This is an optimization exercise on Yosys and OpenROAD, whose aim is small area, not a production implementation.
RTL that was checked went through simulation tests only; none was proved equivalent to the original.
Function not checked in run 1: the RTL went through the layout flow alone.
Power is estimated from default activity; no workload was simulated.

==> design/flow/design.v <==
module fifo_latch
    #(parameter TS_W = 24,           
      parameter EV_W = 22)           
    (output logic [TS_W-1:0] ts_out,
    output logic [EV_W-1:0] ev_out,
    output logic loaded,             
    output logic [2:0] fifo_count,   
    output logic fifo_full,
    output logic fifo_half,
    output logic fifo_empty,
    input logic [TS_W-1:0] ts_in,
    input logic [EV_W-1:0] ev_in,
    input logic wr_offset,           
    input logic we_ts,               
    input logic we_ev,               
    input logic read_n,
    input logic write_n,             
    input logic clk,
    input logic reset_n);
logic [TS_W-1:0] mem_ts [0:7];
logic [EV_W-1:0] mem_ev [0:7];
logic [2:0] read_pointer, write_pointer, wa;
always_comb begin
    fifo_count = write_pointer - read_pointer;
    fifo_full = (fifo_count == 3'd6);
    fifo_half = (fifo_count >= 3'd3);
    fifo_empty = (fifo_count == 3'd0);
    wa = write_pointer + {2'b0, wr_offset};
end
always_ff @(posedge clk or negedge reset_n)
    if (!reset_n)
        read_pointer <= '0;
    else if (!read_n & !fifo_empty)
        read_pointer <= read_pointer + 1'b1;
always_ff @(posedge clk or negedge reset_n)
    if (!reset_n)
        write_pointer <= '0;
    else if (!write_n & !fifo_full)
        write_pointer <= write_pointer + 1'b1;
always_ff @(posedge clk) begin
    if (we_ts)
        mem_ts[wa] <= ts_in;
    if (we_ev)
        mem_ev[wa] <= ev_in;
end
always_ff @(negedge clk or negedge reset_n)
    if (!reset_n) begin
        ts_out <= '0;
        ev_out <= '0;
        loaded <= 1'b0;
    end else if (!read_n) begin
        ts_out <= mem_ts[read_pointer];
        ev_out <= mem_ev[read_pointer];
        loaded <= 1'b1;
    end
endmodule  
module channel_ctrl
    #(parameter integer WIDTH = 64,
    parameter integer MAIN_FIFO_BITS = 12,
    parameter integer LOCAL_FIFO_DEPTH = 8)
    (output logic [WIDTH-2:0] channel_event,
    output logic [9:0] adc_word,
    output logic fifo_empty,
    output logic triggered_natural,
    output logic csa_reset,
    output logic sample,
    output logic clk_out,
    input logic channel_enabled,
    input logic hit,
    input logic [9:0] dout,
    input logic done,
    input logic [7:0] chip_id,
    input logic [5:0] channel_id,
    input logic [7:0] adc_burst,
    input logic [7:0] adc_hold_delay,
    input logic [31:0] timestamp_32b,
    input logic unsigned [7:0] reset_length,
    input logic enable_dynamic_reset,
    input logic cds_mode,
    input logic mark_first_packet,
    input logic read_local_fifo_n,
    input logic external_trigger,
    input logic cross_trigger,
    input logic periodic_trigger,
    input logic periodic_reset,
    input logic enable_min_delta_adc,
    input logic threshold_polarity,
    input logic [9:0] dynamic_reset_threshold,
    input logic [9:0] digital_threshold,
    input logic [7:0] min_delta_adc,
    input logic fifo_full,
    input logic fifo_half,
    input logic enable_local_fifo_diagnostics,
    input logic channel_mask,
    input logic external_trigger_mask,
    input logic cross_trigger_mask,
    input logic periodic_trigger_mask,
    input logic enable_periodic_trigger_veto,
    input logic enable_hit_veto,
    input logic clk,
    input logic reset_n);
localparam logic [3:0] IDLE = 4'h0,
            SAMPLE = 4'h1,
            GET_RESET_SAMPLE = 4'h2,
            RESET_CSA = 4'h3,
            CONVERT = 4'h4,
            SAR_DONE = 4'h5,
            SAVE_RESET_SAMPLE = 4'h6,
            REQUEST_READOUT = 4'h7,
            TRANSFER_RESET_SAMPLE = 4'h8,
            WAIT_STATE = 4'h9,
            TRANSFER_ADC_CODE = 4'ha;
logic [3:0] State, Next;
logic triggered_external, triggered_cross, triggered_periodic, triggered_channel;
logic [1:0] trigger_type, trigger_type_latched;
logic [7:0] sample_counter;
logic [3:0] ts_hi;               
logic [7:0] adc_burst_counter, burst_next;
logic burst_lt, burst_zero;
logic [2:0] wait_counter;
logic [7:0] reset_counter;
logic [8:0] rst_diff;
logic rst_ge0, rst_ge2, rst_more;
logic [9:0] delta_adc;
logic rr_repeat, delta_small, past_threshold;
logic [9:0] previous_adc_word;
logic first_conversion, periodic_reset_triggered, csa_reset_triggered;
logic csa_reset_flag, last_call, final_conversion, have_reset_sample;
logic write_local_fifo_n;
logic [2:0] local_fifo_count;
logic local_fifo_full, local_fifo_half, loaded;
logic [23:0] q_ts;
logic [21:0] q_ev, ev_in;
logic we_ts, we_ev, is_reset_event;
always_comb clk_out = 1'b0;
always_comb begin
    triggered_natural = hit & ~channel_mask;
    triggered_external = external_trigger & ~external_trigger_mask;
    triggered_cross = cross_trigger & ~cross_trigger_mask;
    triggered_periodic = periodic_trigger & ~periodic_trigger_mask
        & ~(hit & enable_periodic_trigger_veto) & (State == IDLE);
    triggered_channel = triggered_natural | triggered_external
        | triggered_cross | triggered_periodic;
    case ({triggered_natural,triggered_external,
            triggered_cross,triggered_periodic})
        4'b0100: trigger_type = 2'b01;
        4'b0010: trigger_type = 2'b10;
        4'b0001: trigger_type = 2'b11;
        default: trigger_type = 2'b00;
    endcase
end
always_comb begin
    burst_next = adc_burst_counter + 8'd1;
    burst_lt = adc_burst_counter < adc_burst;
    burst_zero = adc_burst_counter == 8'h00;
end
always_comb csa_reset = csa_reset_triggered | csa_reset_flag | periodic_reset_triggered;
always_comb begin
    rst_diff = {1'b0, reset_length} - {1'b0, reset_counter};
    rst_ge0 = ~rst_diff[8];                           
    rst_ge2 = ~rst_diff[8] & (rst_diff[7:1] != 7'd0);  
    rst_more = (reset_length[7:1] != 7'd0)             
        ? (~rst_diff[8] & (rst_diff[7:0] > 8'd2))
        : (reset_counter < {7'h7f, reset_length[0]});
end
always_ff @(posedge clk or negedge reset_n) begin
    if (!reset_n) begin
        csa_reset_flag <= 1'b0;
        reset_counter <= 8'h00;
    end else begin
        if (csa_reset_triggered) begin
            if (rst_ge2)
                csa_reset_flag <= 1'b1;
            reset_counter <= 8'h00;
        end else if (csa_reset_flag) begin
            if (rst_more)
                reset_counter <= reset_counter + 1'b1;
            else begin
                reset_counter <= 8'h00;
                csa_reset_flag <= 1'b0;
            end
        end else
            reset_counter <= 8'h00;
    end
end
always_ff @(posedge clk or negedge reset_n)
    if (!reset_n)
        State <= IDLE;
    else
        State <= Next;
always_comb begin
    case (State)
        IDLE:   if (channel_enabled & triggered_channel) Next = SAMPLE;
                else if (channel_enabled && cds_mode && !have_reset_sample
                        && burst_zero) Next = GET_RESET_SAMPLE;
                else Next = IDLE;
        SAMPLE: if (trigger_type_latched != 2'b00) Next = RESET_CSA;
                else if (sample_counter < adc_hold_delay) Next = SAMPLE;
                else if (burst_lt) Next = RESET_CSA;
                else if (enable_hit_veto & !hit) Next = IDLE;
                else Next = RESET_CSA;
        GET_RESET_SAMPLE: if ((sample_counter < adc_hold_delay)
                            && burst_lt) Next = GET_RESET_SAMPLE;
                else Next = CONVERT;
        RESET_CSA: Next = CONVERT;
        CONVERT: if (done) Next = SAR_DONE;
                else Next = CONVERT;
        SAR_DONE: if (cds_mode && !have_reset_sample && burst_zero)
                    Next = SAVE_RESET_SAMPLE;
                else Next = REQUEST_READOUT;
        SAVE_RESET_SAMPLE: Next = IDLE;
        REQUEST_READOUT: if (!local_fifo_full) begin
                    if (have_reset_sample) Next = TRANSFER_RESET_SAMPLE;
                    else Next = TRANSFER_ADC_CODE;
                end else Next = REQUEST_READOUT;
        TRANSFER_RESET_SAMPLE: Next = WAIT_STATE;
        WAIT_STATE: if (wait_counter >= 3'b100) Next = TRANSFER_ADC_CODE;
                else Next = WAIT_STATE;
        TRANSFER_ADC_CODE: if (!burst_lt || final_conversion) Next = IDLE;
                else Next = SAMPLE;
        default: Next = IDLE;
    endcase
end
always_ff @(posedge clk)
    if (Next == REQUEST_READOUT)
        rr_repeat <= (State == REQUEST_READOUT);
always_comb begin
    delta_adc = (adc_word + ~previous_adc_word + {9'b0, threshold_polarity})
                ^ {10{~threshold_polarity}};
    past_threshold = threshold_polarity ? (adc_word >= dynamic_reset_threshold)
                                        : (adc_word <= dynamic_reset_threshold);
    delta_small = rr_repeat ? (min_delta_adc != 8'h00)
                            : (delta_adc < {2'b00, min_delta_adc});
end
always_ff @(posedge clk)
    if (Next == GET_RESET_SAMPLE)
        ts_hi <= timestamp_32b[27:24];
    else if (Next == RESET_CSA)
        ts_hi <= {mark_first_packet ? first_conversion : timestamp_32b[27],
                  timestamp_32b[26:24]};
always_ff @(posedge clk or negedge reset_n) begin
    if (!reset_n) begin
        csa_reset_triggered <= 1'b1;
        periodic_reset_triggered <= 1'b0;
        sample <= 1'b1;
        adc_word <= 10'b0;
        sample_counter <= 8'b0;
        adc_burst_counter <= 8'b0;
        trigger_type_latched <= 2'b0;
        write_local_fifo_n <= 1'b1;
        previous_adc_word <= 10'b0;
        first_conversion <= 1'b1;
        final_conversion <= 1'b0;
        last_call <= 1'b0;
        have_reset_sample <= 1'b0;
        wait_counter <= 3'b0;
    end else begin
        csa_reset_triggered <= 1'b0;
        periodic_reset_triggered <= 1'b0;
        sample <= 1'b0;
        write_local_fifo_n <= 1'b1;
        case (Next)
            IDLE: begin
                sample <= 1'b1;
                adc_burst_counter <= 8'b0;
                trigger_type_latched <= 2'b0;
                adc_word <= 10'b0;
                first_conversion <= 1'b1;
                final_conversion <= 1'b0;
                previous_adc_word <= 10'b0;
                last_call <= 1'b0;
                wait_counter <= 3'b0;
                if (periodic_reset)
                    periodic_reset_triggered <= 1'b1;
            end
            SAMPLE: begin
                adc_word <= 10'b0;
                sample_counter <= sample_counter + 1'b1;
                if (!burst_lt)
                    trigger_type_latched <= trigger_type;
                sample <= 1'b1;
                if (last_call)
                    final_conversion <= 1'b1;
            end
            GET_RESET_SAMPLE: begin
                adc_word <= 10'b0;
                sample_counter <= sample_counter + 1'b1;
            end
            RESET_CSA: begin
                if ((rst_ge0
                        && first_conversion && (adc_burst == 8'h00)
                        && !enable_dynamic_reset && !enable_min_delta_adc)
                    || (burst_next == adc_burst)
                    || final_conversion)
                    csa_reset_triggered <= 1'b1;
            end
            CONVERT: begin
                first_conversion <= 1'b0;
                last_call <= 1'b0;
                sample_counter <= 8'b0;
            end
            SAR_DONE: begin
                adc_word <= dout;
                sample <= 1'b1;
            end
            SAVE_RESET_SAMPLE: begin
                have_reset_sample <= 1'b1;
                sample <= 1'b1;
            end
            REQUEST_READOUT: begin
                sample <= 1'b1;
            end
            TRANSFER_RESET_SAMPLE: begin
                write_local_fifo_n <= 1'b0;
                sample <= 1'b1;
            end
            WAIT_STATE: begin
                have_reset_sample <= 1'b0;
                wait_counter <= wait_counter + 1'b1;
                sample <= 1'b1;
            end
            TRANSFER_ADC_CODE: begin
                previous_adc_word <= adc_word;
                adc_burst_counter <= burst_next;
                if (adc_word >= digital_threshold)
                    write_local_fifo_n <= 1'b0;
                sample <= 1'b1;
                if (final_conversion)
                    last_call <= 1'b0;
                else if (enable_dynamic_reset && past_threshold)
                    last_call <= 1'b1;
                else if (enable_min_delta_adc && delta_small)
                    last_call <= 1'b1;
            end
            default: ;
        endcase
    end
end
always_comb begin
    we_ts = (Next == GET_RESET_SAMPLE) | (Next == RESET_CSA);
    is_reset_event = (Next == SAVE_RESET_SAMPLE);
    we_ev = is_reset_event | (Next == REQUEST_READOUT);
    ev_in[3:0] = enable_local_fifo_diagnostics ? {1'b0, local_fifo_count + 3'd1} : ts_hi;
    ev_in[5:4] = {is_reset_event | cds_mode, is_reset_event};
    ev_in[15:6] = adc_word;
    ev_in[17:16] = trigger_type_latched;
    ev_in[19:18] = {fifo_full, fifo_half};
    ev_in[21:20] = {local_fifo_full, local_fifo_half};
end
fifo_latch fifo_inst (
    .ts_out     (q_ts),
    .ev_out     (q_ev),
    .loaded     (loaded),
    .fifo_count (local_fifo_count),
    .fifo_full  (local_fifo_full),
    .fifo_half  (local_fifo_half),
    .fifo_empty (fifo_empty),
    .ts_in      (timestamp_32b[23:0]),
    .ev_in      (ev_in),
    .wr_offset  (have_reset_sample),
    .we_ts      (we_ts),
    .we_ev      (we_ev),
    .read_n     (read_local_fifo_n),
    .write_n    (write_local_fifo_n),
    .clk        (clk),
    .reset_n    (reset_n));
always_comb begin
    channel_event[1:0] = {1'b0, loaded};
    channel_event[9:2] = loaded ? chip_id : 8'h00;
    channel_event[15:10] = loaded ? channel_id : 6'h00;
    channel_event[39:16] = q_ts;
    channel_event[61:40] = q_ev;
    channel_event[62] = loaded;
end
endmodule
==> design/flow/flow/run.sh <==
#!/bin/bash
# Standard layout, with the port buffers made from the smallest buffer cell.
export BUFFER_PORTS_ARGS="-buffer_cell sky130_fd_sc_hd__buf_1"
bash standard.sh > standard.log 2>&1
==> design/flow/standard.sh <==
#!/bin/bash
# synth_recipe.tcl (not shown) runs the flow's synth.tcl, then flattens the netlist and writes it again
# the make line also repeats each setting of config.mk as NAME=value (left out here)
make -C /OpenROAD-flow-scripts/flow DESIGN_CONFIG=/design/flow/config.mk WORK_HOME=/design/flow/orfs CLKGATE_MAP_FILE= SYNTH_SCRIPT=/design/flow/synth_recipe.tcl "${@:-finish}"
==> design/flow/config.mk <==
export PLATFORM = sky130hd
export DESIGN_NAME = channel_ctrl
export DESIGN_NICKNAME = channel_ctrl
export VERILOG_FILES = /design/flow/design.v
export SDC_FILE = /design/flow/constraint.sdc
export NUM_CORES = 4
export LEC_CHECK = 0
export CAP_MARGIN = 20
export CORE_MARGIN = 2
export CORE_UTILIZATION = 40
export SLEW_MARGIN = 20
==> design/flow/constraint.sdc <==
create_clock -name core_clock -period 10.0 [get_ports {clk}]
set_input_delay 2.0000 -clock core_clock [delete_from_list [all_inputs] [get_ports {clk}]]
set_output_delay 2.0000 -clock core_clock [all_outputs]
set_load 0.01 [all_outputs]
==> summary.md, run 1 <==
| Metric | Value |
|---|---|
| Result of the run | finished clean |
| Per-cell via count in the routed design | ~5.3 |
| Category of the worst setup path capture point | primary output |
| Post-synth EDFFs | about 370 |
| Warnings, synthesis | 2 |
| Most common cell in the netlist | edfxtp_1 |
| Wire length of the first global-routing pass | roughly 74,000 um |
| Slew at the pin with the worst max-slew slack | about 1000 ps |
| Slew HR | between 30% and 40% |
| Total DRC errors in the routed layout | 0 |
| Maximum buffer depth of the clock tree | 3 |
| Overall die height | 235.6 um |
| Floorplan row count | 84 |
| Post-Synthesis Cell Area | about 0.021 mm2 |
| Cell Count Post-Placement | around 2,200 |
| Logic pwr share | around a third |
| Worst clock skew | about 67 ps |
| Port Buf Inserts | 203 |
| Post-Route WL | ~48,000 um |
| Setup repair after global routing missed its margin | no |
| Share of cells above drive strength 1 | a little over an eighth |
| Worst vdd rail ir drop | roughly 0.21 mV |
| Total leakage power | 8.911 nW |
| Post-Synthesis Cells | between 1,000 and 1,500 |
| Clock tree from TritonCTS | built |
| Area contributors post-synth | edfxtp_1 (52%), mux4_2 (9.7%), dfrtp_1 (7.5%) |
| Most common library cells after synthesis | edfxtp_1 (373), nand2_1 (98), mux4_2 (92) |
| Final Max Slew Viols | 0 |
| Total global routing overflow | 0 |
| Total I/O pin count | between 200 and 250 |
| FFs w/ async S/R, synth | between 20% and 30% |
| Share of total power in the clock network | 25.1% |
| Total Routing Usage GR | 17.35% |
| Count of hold-fix buffers inserted at cts | 0 |
| Inserted Clock Buffers | between 50 and 60 |
| Clock latency reported for the late side of the worst-skew pair | 620 ps |
| Post-synth cell types | 75 |
| GP Congestion | about 0.80 |
| Sequential fraction of the synthesis area | 65.64% |
| Synth-to-Final Area Change | 15.23% |
| Placement-stage worst setup slack | 1599 ps |
| Sequential Power Share | 40.9% |
| Final net count | roughly 1,800 |
| Final core occ | between 40% and 50% |
| Iteration count of the initial detailed-routing pass | 5 |
| DRT antenna net count | 0 |
| Critical-path maximum fanout | 17 |
| Post-CTS setup buffer count | 0 |
| Count of routing violations after the opening detailed-route iteration | approximately 660 |
| Effective utilization at floorplan | 40.67% |
| Antenna violations before repair | 2 |
| Vias after detailed routing | 12,346 |
| Maximum number of pins on one net before global-route repair | 81 |
| Startpoint Class | flop |
| DR WL/cell | roughly 21 um |
| Prevailing post-synth register cell | edfxtp_1 |
| CP arrival | 6550 ps |
| Number of H-tree levels | 2 |
| Total power of the final layout | between 7 and 8 mW |
| Endpoints failing hold | 0 |
| Number of global-route vias before repair | between 10,000 and 15,000 |
| TritonCTS sink count | about 490 |
| Register bit total from synthesis | between 400 and 500 |
| Root buf cell | clkbuf_16 |
| Library cell with the largest summed area after synthesis | edfxtp_1 |
| Design internal power | 4.817 mW |
| Mean instance size in the synthesized netlist | 15.50 um2 |
| Cell Area, Placed | 0.02301 mm2 |
| Count of non-filler cells in the finished layout | ~2,300 |
| Count of max-cap constraint violations | 0 |
| Net switching component of the power | between 2 and 3 mW |
| Final standard cell area without fillers | approximately 0.025 mm2 |
| CTS clk-pin slew, worst paths | 40 ps |
| Hold/Removal Path Class | flop to flop |
| Width of the die | 235.6 um |
| Proportion of netlist area held by the largest area contributor | between 50% and 60% |
| Data required time of the critical path | 8000 ps |
| Power density normalized to cell area | 300.7 mW/mm2 |
| Switch share | between 30% and 40% |
| Final setup TNS | 0 ps |
| Worst setup path category | flop to primary output |
| Die ar. | ~0.056 mm2 |
| Crit path setup slack, layout | approximately 1400 ps |
| Placeable Area | between 0.05 and 0.06 mm2 |
| Final setup violation count | 0 |
| Quantity of gates resized following cts | 0 |
| Sum of net half-perimeters after detailed placement | between 20,000 and 30,000 um |
| Worst slack on hold paths | between 400 and 500 ps |
## worst max-delay path, cell delays in order, from the launching register on
cell     delay [ps]
dfrtn_1         610
and2_1          180
buf_1           160
## sequential cells by signal, summed over array words and instances (netlist names), 2 cells and up
name,count
adc_burst_counter,8
trigger_type_latched,2
adc_word,10
fifo_inst.ts_out,24
fifo_inst.mem_ev,176
fifo_inst.write_pointer,3
reset_counter,8
fifo_inst.mem_ts,192
sample_counter,8
wait_counter,3
State,4
fifo_inst.ev_out,22
ts_hi,4
fifo_inst.read_pointer,3
previous_adc_word,10
## power by group through the flow
stage | clock, mW | combinational [mW] | sequential, mW
after floorplan | 0 | 1.85 | 2.92
after global placement | 0 | 2.45 | 3.10
after detailed placement | 0 | 2.51 | 3.12
after CTS | 1.91 | 2.52 | 3.08
after global routing | 1.99 | 2.78 | 3.10
final | 1.87 | 2.53 | 3.04
## final cells by class
cell class	count	area, um2
clock inverters	27	301.5
inverters	83	311.5
fillers	4650	28040
repair buffers	216	892.1
clock buffers	69	1384
diodes	2	5.005
multi-input cells	751	6875
flip-flops and latches	488	14090
well taps	688	860.8
## metal layers
layer  wire length [um]  track usage, %  share of wire (%)
met1              21630           23.97                 45
met2              22890           28.41                 48
met3               2168           2.908                4.5
met4               1043           4.922                2.2
met5                 13               0              0.027
## final timing paths
path                                            from                   endpoint  slack (ps)  cells after the start
min in group asynchronous                    reset_n  fifo_inst.read_pointer[2]        1500                      1
hold / removal                  fifo_inst.ts_out[14]       fifo_inst.ts_out[14]         430                      2
setup reg to reg           fifo_inst.read_pointer[0]       fifo_inst.ts_out[14]        2420                      4
setup / recovery                    fifo_inst.loaded           channel_event[3]        1450                      2
max in group asynchronous                    reset_n       fifo_inst.ts_out[17]        2840                      2
hold reg to reg                 fifo_inst.ts_out[14]       fifo_inst.ts_out[14]         430                      2
## cell families after synthesis
| family | after synthesis | synth area share (%) |
|---|---|---|
| XOR/XNOR | 53 | 2.263 |
| buffers and inverters | 146 | 2.857 |
| flip-flops | 488 | 65.64 |
| AND/OR/NAND/NOR | 275 | 6.356 |
| other | 1 | 0.01748 |
| adder cells (fa/ha/maj) | 77 | 4.630 |
| AO/OA/AOI/OAI | 196 | 5.948 |
| multiplexers | 148 | 12.29 |
## placed cells by master (no fill, tap or decap), types with 7 or more instances in the layout
cell / netlist / final
a21o_1: 10 / 10
nand4_1: 9 / 9
nor2_4: 0 / 12
nor3_1: 25 / 21
a211oi_1: 9 / 9
dfrtn_1: 47 / 47
edfxtp_1: 373 / 373
mux4_2: 92 / 92
mux2i_1: 53 / 53
nand2b_1: 11 / 11
buf_1: 15 / 201
nand3_1: 16 / 16
nor2_1: 43 / 30
clkinv_2: 0 / 11
buf_4: 15 / 11
o21ai_0: 73 / 72
and2_1: 17 / 17
clkbuf_1: 31 / 14
clkbuf_16: 0 / 51
inv_1: 83 / 83
xor2_1: 13 / 13
nor4_1: 13 / 13
nand2_1: 98 / 98
xnor2_1: 38 / 38
a22o_1: 12 / 12
o21a_1: 10 / 10
ha_1: 73 / 73
nor2b_1: 8 / 8
nor3b_1: 7 / 7
a21oi_1: 34 / 34
dfrtp_1: 64 / 61
==> run 2: changes to the inputs <==
--- a/design/flow/design.v
+++ b/design/flow/design.v
@@ -115,14 +115,10 @@
 logic [1:0] trigger_type, trigger_type_latched;
 logic [7:0] sample_counter;
 logic [3:0] ts_hi;               
-logic [7:0] adc_burst_counter, burst_next;
-logic burst_lt, burst_zero;
+logic [7:0] adc_burst_counter;
 logic [2:0] wait_counter;
 logic [7:0] reset_counter;
-logic [8:0] rst_diff;
-logic rst_ge0, rst_ge2, rst_more;
 logic [9:0] delta_adc;
-logic rr_repeat, delta_small, past_threshold;
 logic [9:0] previous_adc_word;
 logic first_conversion, periodic_reset_triggered, csa_reset_triggered;
 logic csa_reset_flag, last_call, final_conversion, have_reset_sample;
@@ -149,31 +145,18 @@
         default: trigger_type = 2'b00;
     endcase
 end
-always_comb begin
-    burst_next = adc_burst_counter + 8'd1;
-    burst_lt = adc_burst_counter < adc_burst;
-    burst_zero = adc_burst_counter == 8'h00;
-end
 always_comb csa_reset = csa_reset_triggered | csa_reset_flag | periodic_reset_triggered;
-always_comb begin
-    rst_diff = {1'b0, reset_length} - {1'b0, reset_counter};
-    rst_ge0 = ~rst_diff[8];                           
-    rst_ge2 = ~rst_diff[8] & (rst_diff[7:1] != 7'd0);  
-    rst_more = (reset_length[7:1] != 7'd0)             
-        ? (~rst_diff[8] & (rst_diff[7:0] > 8'd2))
-        : (reset_counter < {7'h7f, reset_length[0]});
-end
 always_ff @(posedge clk or negedge reset_n) begin
     if (!reset_n) begin
         csa_reset_flag <= 1'b0;
         reset_counter <= 8'h00;
     end else begin
         if (csa_reset_triggered) begin
-            if (rst_ge2)
+            if ((reset_length >= 8'h01) && (reset_counter < (reset_length - 1'b1)))
                 csa_reset_flag <= 1'b1;
             reset_counter <= 8'h00;
         end else if (csa_reset_flag) begin
-            if (rst_more)
+            if (reset_counter < (reset_length - 2'b10))
                 reset_counter <= reset_counter + 1'b1;
             else begin
                 reset_counter <= 8'h00;
@@ -192,20 +175,20 @@
     case (State)
         IDLE:   if (channel_enabled & triggered_channel) Next = SAMPLE;
                 else if (channel_enabled && cds_mode && !have_reset_sample
-                        && burst_zero) Next = GET_RESET_SAMPLE;
+                        && (adc_burst_counter == 8'h00)) Next = GET_RESET_SAMPLE;
                 else Next = IDLE;
         SAMPLE: if (trigger_type_latched != 2'b00) Next = RESET_CSA;
                 else if (sample_counter < adc_hold_delay) Next = SAMPLE;
-                else if (burst_lt) Next = RESET_CSA;
+                else if (adc_burst_counter < adc_burst) Next = RESET_CSA;
                 else if (enable_hit_veto & !hit) Next = IDLE;
                 else Next = RESET_CSA;
         GET_RESET_SAMPLE: if ((sample_counter < adc_hold_delay)
-                            && burst_lt) Next = GET_RESET_SAMPLE;
+                            && (adc_burst_counter < adc_burst)) Next = GET_RESET_SAMPLE;
                 else Next = CONVERT;
         RESET_CSA: Next = CONVERT;
         CONVERT: if (done) Next = SAR_DONE;
                 else Next = CONVERT;
-        SAR_DONE: if (cds_mode && !have_reset_sample && burst_zero)
+        SAR_DONE: if (cds_mode && !have_reset_sample && (adc_burst_counter == 8'h00))
                     Next = SAVE_RESET_SAMPLE;
                 else Next = REQUEST_READOUT;
         SAVE_RESET_SAMPLE: Next = IDLE;
@@ -216,22 +199,18 @@
         TRANSFER_RESET_SAMPLE: Next = WAIT_STATE;
         WAIT_STATE: if (wait_counter >= 3'b100) Next = TRANSFER_ADC_CODE;
                 else Next = WAIT_STATE;
-        TRANSFER_ADC_CODE: if (!burst_lt || final_conversion) Next = IDLE;
+        TRANSFER_ADC_CODE: if ((adc_burst_counter >= adc_burst) || final_conversion) Next = IDLE;
                 else Next = SAMPLE;
         default: Next = IDLE;
     endcase
 end
 always_ff @(posedge clk)
-    if (Next == REQUEST_READOUT)
-        rr_repeat <= (State == REQUEST_READOUT);
-always_comb begin
-    delta_adc = (adc_word + ~previous_adc_word + {9'b0, threshold_polarity})
-                ^ {10{~threshold_polarity}};
-    past_threshold = threshold_polarity ? (adc_word >= dynamic_reset_threshold)
-                                        : (adc_word <= dynamic_reset_threshold);
-    delta_small = rr_repeat ? (min_delta_adc != 8'h00)
-                            : (delta_adc < {2'b00, min_delta_adc});
-end
+    if (Next == REQUEST_READOUT) begin
+        if (threshold_polarity)
+            delta_adc <= adc_word - previous_adc_word;
+        else
+            delta_adc <= previous_adc_word - adc_word;
+    end
 always_ff @(posedge clk)
     if (Next == GET_RESET_SAMPLE)
         ts_hi <= timestamp_32b[27:24];
@@ -276,7 +255,7 @@
             SAMPLE: begin
                 adc_word <= 10'b0;
                 sample_counter <= sample_counter + 1'b1;
-                if (!burst_lt)
+                if (adc_burst_counter >= adc_burst)
                     trigger_type_latched <= trigger_type;
                 sample <= 1'b1;
                 if (last_call)
@@ -287,10 +266,10 @@
                 sample_counter <= sample_counter + 1'b1;
             end
             RESET_CSA: begin
-                if ((rst_ge0
+                if (((reset_counter <= reset_length)
                         && first_conversion && (adc_burst == 8'h00)
                         && !enable_dynamic_reset && !enable_min_delta_adc)
-                    || (burst_next == adc_burst)
+                    || (adc_burst_counter == (adc_burst - 1'b1))
                     || final_conversion)
                     csa_reset_triggered <= 1'b1;
             end
@@ -308,6 +287,7 @@
                 sample <= 1'b1;
             end
             REQUEST_READOUT: begin
+                previous_adc_word <= adc_word;
                 sample <= 1'b1;
             end
             TRANSFER_RESET_SAMPLE: begin
@@ -320,16 +300,19 @@
                 sample <= 1'b1;
             end
             TRANSFER_ADC_CODE: begin
-                previous_adc_word <= adc_word;
-                adc_burst_counter <= burst_next;
+                adc_burst_counter <= adc_burst_counter + 1'b1;
                 if (adc_word >= digital_threshold)
                     write_local_fifo_n <= 1'b0;
                 sample <= 1'b1;
                 if (final_conversion)
                     last_call <= 1'b0;
-                else if (enable_dynamic_reset && past_threshold)
+                else if ((enable_dynamic_reset & threshold_polarity)
+                        && (adc_word >= dynamic_reset_threshold))
+                    last_call <= 1'b1;
+                else if ((enable_dynamic_reset & !threshold_polarity)
+                        && (adc_word <= dynamic_reset_threshold))
                     last_call <= 1'b1;
-                else if (enable_min_delta_adc && delta_small)
+                else if (enable_min_delta_adc && (delta_adc < {2'b00, min_delta_adc}))
                     last_call <= 1'b1;
             end
             default: ;
==> design/flow/run.sh (new file) <==
#!/bin/bash
# synth_recipe.tcl (not shown) runs the flow's synth.tcl, then flattens the netlist and writes it again
# the make line also repeats each setting of config.mk as NAME=value (left out here)
make -C /OpenROAD-flow-scripts/flow DESIGN_CONFIG=/design/flow/config.mk WORK_HOME=/design/flow/orfs CLKGATE_MAP_FILE= SYNTH_SCRIPT=/design/flow/synth_recipe.tcl finish
removed: design/flow/flow/run.sh
removed: design/flow/standard.sh
==> run 2 against run 1 <==
- via count is 4.0% higher
- sequential power down 3%
- synthesized cell count grew 5.1%
- clock power rose by 7%
- die area up 3.7%
- cell count rose by 5.5%
- count of clock-buffer cells in the layout increased by 5
- non-clock buffer count unchanged
- first-iteration DRC count increased by 3.9%
- area after synthesis up 3.8%
- total power fell by 2.0%
- critical path type unchanged
- largest cell class unchanged
- highest routed layer is now met4
==> summary.md, run 2 <==
| Metric | Value |
|---|---|
| Result of the run | finished clean (unchanged) |
| Most common library cells after synthesis | edfxtp_1 (382), ha_1 (102), nand2_1 (94) (was edfxtp_1 (373), nand2_1 (98), mux4_2 (92)) |
| DRT antenna net count | 0 (unchanged) |
| Total power of the final layout | 7.289 mW (was 7.435 mW) |
| Clock tree from TritonCTS | built (unchanged) |
| TritonCTS sink count | 497 (was 488) |
| Library cell with the largest summed area after synthesis | edfxtp_1 (unchanged) |
| Most common cell in the netlist | edfxtp_1 (unchanged) |
| Sum of net half-perimeters after detailed placement | 30,490 um (was 29,750 um) |
| Post-CTS setup buffer count | 0 (unchanged) |
| Count of max-cap constraint violations | 0 (unchanged) |
| Area fraction in compound gates after synthesis | 6.360% (was 5.948%) |
| Floorplan row count | 86 (was 84) |
| Startpoint Class | flop (unchanged) |
| Post-synth EDFFs | 382 (was 373) |
| Post-Route WL | 49,230 um (was 47,740 um) |
| Port Buf Inserts | 203 (unchanged) |
| Final net count | 1,897 (was 1,800) |
| Count of hold-fix buffers inserted at cts | 0 (unchanged) |
| Total I/O pin count | 210 (unchanged) |
| CP arrival | 6890 ps (was 6550 ps) |
| Flip-flop count of the largest register, all copies and words added | 192 (unchanged) |
| Cell Area, Placed | 0.02517 mm2 (was 0.02301 mm2) |
| Cell Count Post-Placement | 2,352 (was 2,225) |
| Worst setup slack for register-to-register paths | 2500 ps (was 2420 ps) |
| Per-cell via count in the routed design | 5.234 (was 5.312) |
| Register bit total from synthesis | 497 (was 488) |
| Effective utilization at floorplan | 40.42% (was 40.67%) |
| Slew HR | 27.58% (was 30.12%) |
| Overall die height | 240.0 um (was 235.6 um) |
| Inserted Clock Buffers | 53 (was 51) |
| Root buf cell | clkbuf_16 (unchanged) |
| Slew at the pin with the worst max-slew slack | 1086 ps (was 1041 ps) |
| Number of H-tree levels | 2 (unchanged) |
| Total Routing Usage GR | 17.37% (was 17.35%) |
| Final Max Slew Viols | 0 (unchanged) |
| Top library cells by usage in the layout, fill and taps aside | edfxtp_1 (382), clkdlybuf4s50_1 (201), ha_1 (102) (was edfxtp_1 (373), buf_1 (201), nand2_1 (98)) |
| Hold/Removal Path Class | flop to flop (unchanged) |
| Prevailing post-synth register cell | edfxtp_1 (unchanged) |
| DR WL/cell | 20.08 um (was 20.54 um) |
| Share of cells above drive strength 1 | 13.03% (was 13.65%) |
| Largest reg by FF count | fifo_inst.mem_ts (unchanged) |
| Worst clock skew | 35.06 ps (was 67.41 ps) |
| Placement-stage worst setup slack | 1623 ps (was 1599 ps) |
| Total leakage power | 9.968 nW (was 8.911 nW) |
| Antenna violations before repair | 0 (was 2) |
| Final setup TNS | 0 ps (unchanged) |
| Quantity of gates resized following cts | 0 (unchanged) |
| Xor/xnor share of the synthesized area | 1.944% (was 2.263%) |
| Final-layout fill cell count | 4,688 (was 4,650) |
| Switch share | 32.37% (was 35.22%) |
| Sequential fraction of the synthesis area | 64.45% (was 65.64%) |
| Count of routing violations after the opening detailed-route iteration | 690 (was 664) |
| CTS clk-pin slew, worst paths | 50 ps (was 40 ps) |
| Maximum buffer depth of the clock tree | 3 (unchanged) |
| Vias after detailed routing | 12,834 (was 12,346) |
| Iteration count of the initial detailed-routing pass | 5 (unchanged) |
| Share of total power in the clock network | 27.6% (was 25.1%) |
| Area fraction in and, or, nand and nor cells after synthesis | 6.298% (was 6.356%) |
| Die ar. | 0.05758 mm2 (was 0.05551 mm2) |
| Clock latency reported for the late side of the worst-skew pair | 600 ps (was 620 ps) |
| Sequential Power Share | 40.5% (was 40.9%) |
| Power density normalized to cell area | 269.9 mW/mm2 (was 300.7 mW/mm2) |
| Post-Synthesis Cells | 1,454 (was 1,384) |
| Total global routing overflow | 0 (unchanged) |
| Data required time of the critical path | 8000 ps (about the same) |
| Critical-path maximum fanout | 17 (unchanged) |
| Worst vdd rail ir drop | 0.1495 mV (was 0.2110 mV) |
| Count of non-filler cells in the finished layout | 2,452 (was 2,324) |
| Proportion of netlist area held by the largest area contributor | 51.51% (was 52.20%) |
| Dominant combinational cell family by area after synthesis | multiplexers (unchanged) |
| GP Congestion | 0.8182 (was 0.7986) |
| # diodes | 0 (was 2) |
| Total DRC errors in the routed layout | 0 (unchanged) |
| Number of global-route vias before repair | 13,091 (was 12,614) |
| Setup repair after global routing missed its margin | no (unchanged) |
| Category of the worst setup path capture point | primary output (unchanged) |
| FFs w/ async S/R, synth | 23.14% (was 23.57%) |
| Synth-to-Final Area Change | 21.25% (was 15.23%) |
| Logic pwr share | 31.9% (was 34.0%) |
| Synth Area in Adders | 6.000% (was 4.630%) |
| Design internal power | 4.930 mW (was 4.817 mW) |
| Endpoints failing hold | 0 (unchanged) |
| Most common cell after layout, fill and taps aside | edfxtp_1 (unchanged) |
| Mean instance size in the synthesized netlist | 15.32 um2 (was 15.50 um2) |
| Width of the die | 240.0 um (was 235.6 um) |
| Post-Synthesis Cell Area | 0.02227 mm2 (was 0.02146 mm2) |
| Multiplexer share of the synthesized area | 11.98% (was 12.29%) |
| Wire length of the first global-routing pass | 76,080 um (was 74,090 um) |
| Post-synth cell types | 68 (was 75) |
| Worst setup path category | flop to primary output (unchanged) |
| Warnings, synthesis | 2 (unchanged) |
| Net switching component of the power | 2.359 mW (was 2.619 mW) |
| Crit path setup slack, layout | 1114 ps (was 1446 ps) |
| Maximum number of pins on one net before global-route repair | 74 (was 81) |
| Area contributors post-synth | edfxtp_1 (52%), mux4_2 (9.3%), dfrtp_1 (7.2%) (was edfxtp_1 (52%), mux4_2 (9.7%), dfrtp_1 (7.5%)) |
| Placeable Area | 0.05509 mm2 (was 0.05276 mm2) |
| Registers with the highest flip-flop counts | fifo_inst.mem_ts x192, fifo_inst.mem_ev x176, fifo_inst.ts_out x24 (unchanged) |
| Final standard cell area without fillers | 0.02700 mm2 (was 0.02472 mm2) |
| Final setup violation count | 0 (unchanged) |
## run 2: metrics by stage
step / hold WS, ps / util (%)
floorplan: 454.4 / -
global placement: 426.8 / 45.68
detailed placement: 432.7 / 45.68
CTS: 434.2 / 48.96
global route: 450.4 / 49.01
finish: 430.0 / 49.01
## run 2: path summary, 6_finish.rpt
path,startpoint,endpoint,depth (start not counted)
setup / recovery,fifo_inst.loaded,channel_event[14],2
hold / removal,fifo_inst.ts_out[18],fifo_inst.ts_out[18],2
setup reg to reg,fifo_inst.read_pointer[0],fifo_inst.ts_out[11],4
hold reg to reg,fifo_inst.ts_out[18],fifo_inst.ts_out[18],2
max in group asynchronous,reset_n,fifo_inst.ev_out[8],1
min in group asynchronous,reset_n,adc_word[1],1
## run 2: area by class of cell
cell class,count,area (um2),share of cell area [%]
multi-input combinational,800,7382,27.34
timing repair buffer,216,2171,8.039
inverter,92,345.3,1.279
clock inverter,25,360.3,1.335
sequential,497,14360,53.19
clock buffer,74,1445,5.352
tap,748,935.9,3.466
## run 2: layer usage
metal | share of wire (%) | up-vias | track usage, % | wire [um]
li1 | - | 5943 | - | -
met1 | 46 | 6541 | 24.44 | 22510
met2 | 48 | 290 | 28.58 | 23760
met3 | 4.4 | 60 | 2.755 | 2160
met4 | 1.6 | 0 | 3.821 | 807
met5 | 0 | - | 0 | 0
## run 2: cell families (layout without fill, tap and decap cells)
group | after synthesis | in the layout
buf+inv | 158 | 407
other cells | 1 | 2
simple gates | 280 | 280
mux | 151 | 151
xor+xnor | 47 | 47
compound gates | 215 | 215
fa+ha+maj | 105 | 105
flops | 497 | 497
## run 2: critical path, cell delays in order (launching register included)
cell and delay (ps):
dfrtn_1 600, and2_1 180, clkdlybuf4s50_1 530
## run 2: power by group through the flow
stage	logic, mW	clock network (mW)	registers (mW)
floorplan	1.57	0	2.87
global placement	2.27	0	3.03
detailed placement	2.30	0	3.04
CTS	2.32	2.05	3.00
global route	2.56	2.14	3.00
finish	2.33	2.01	2.96
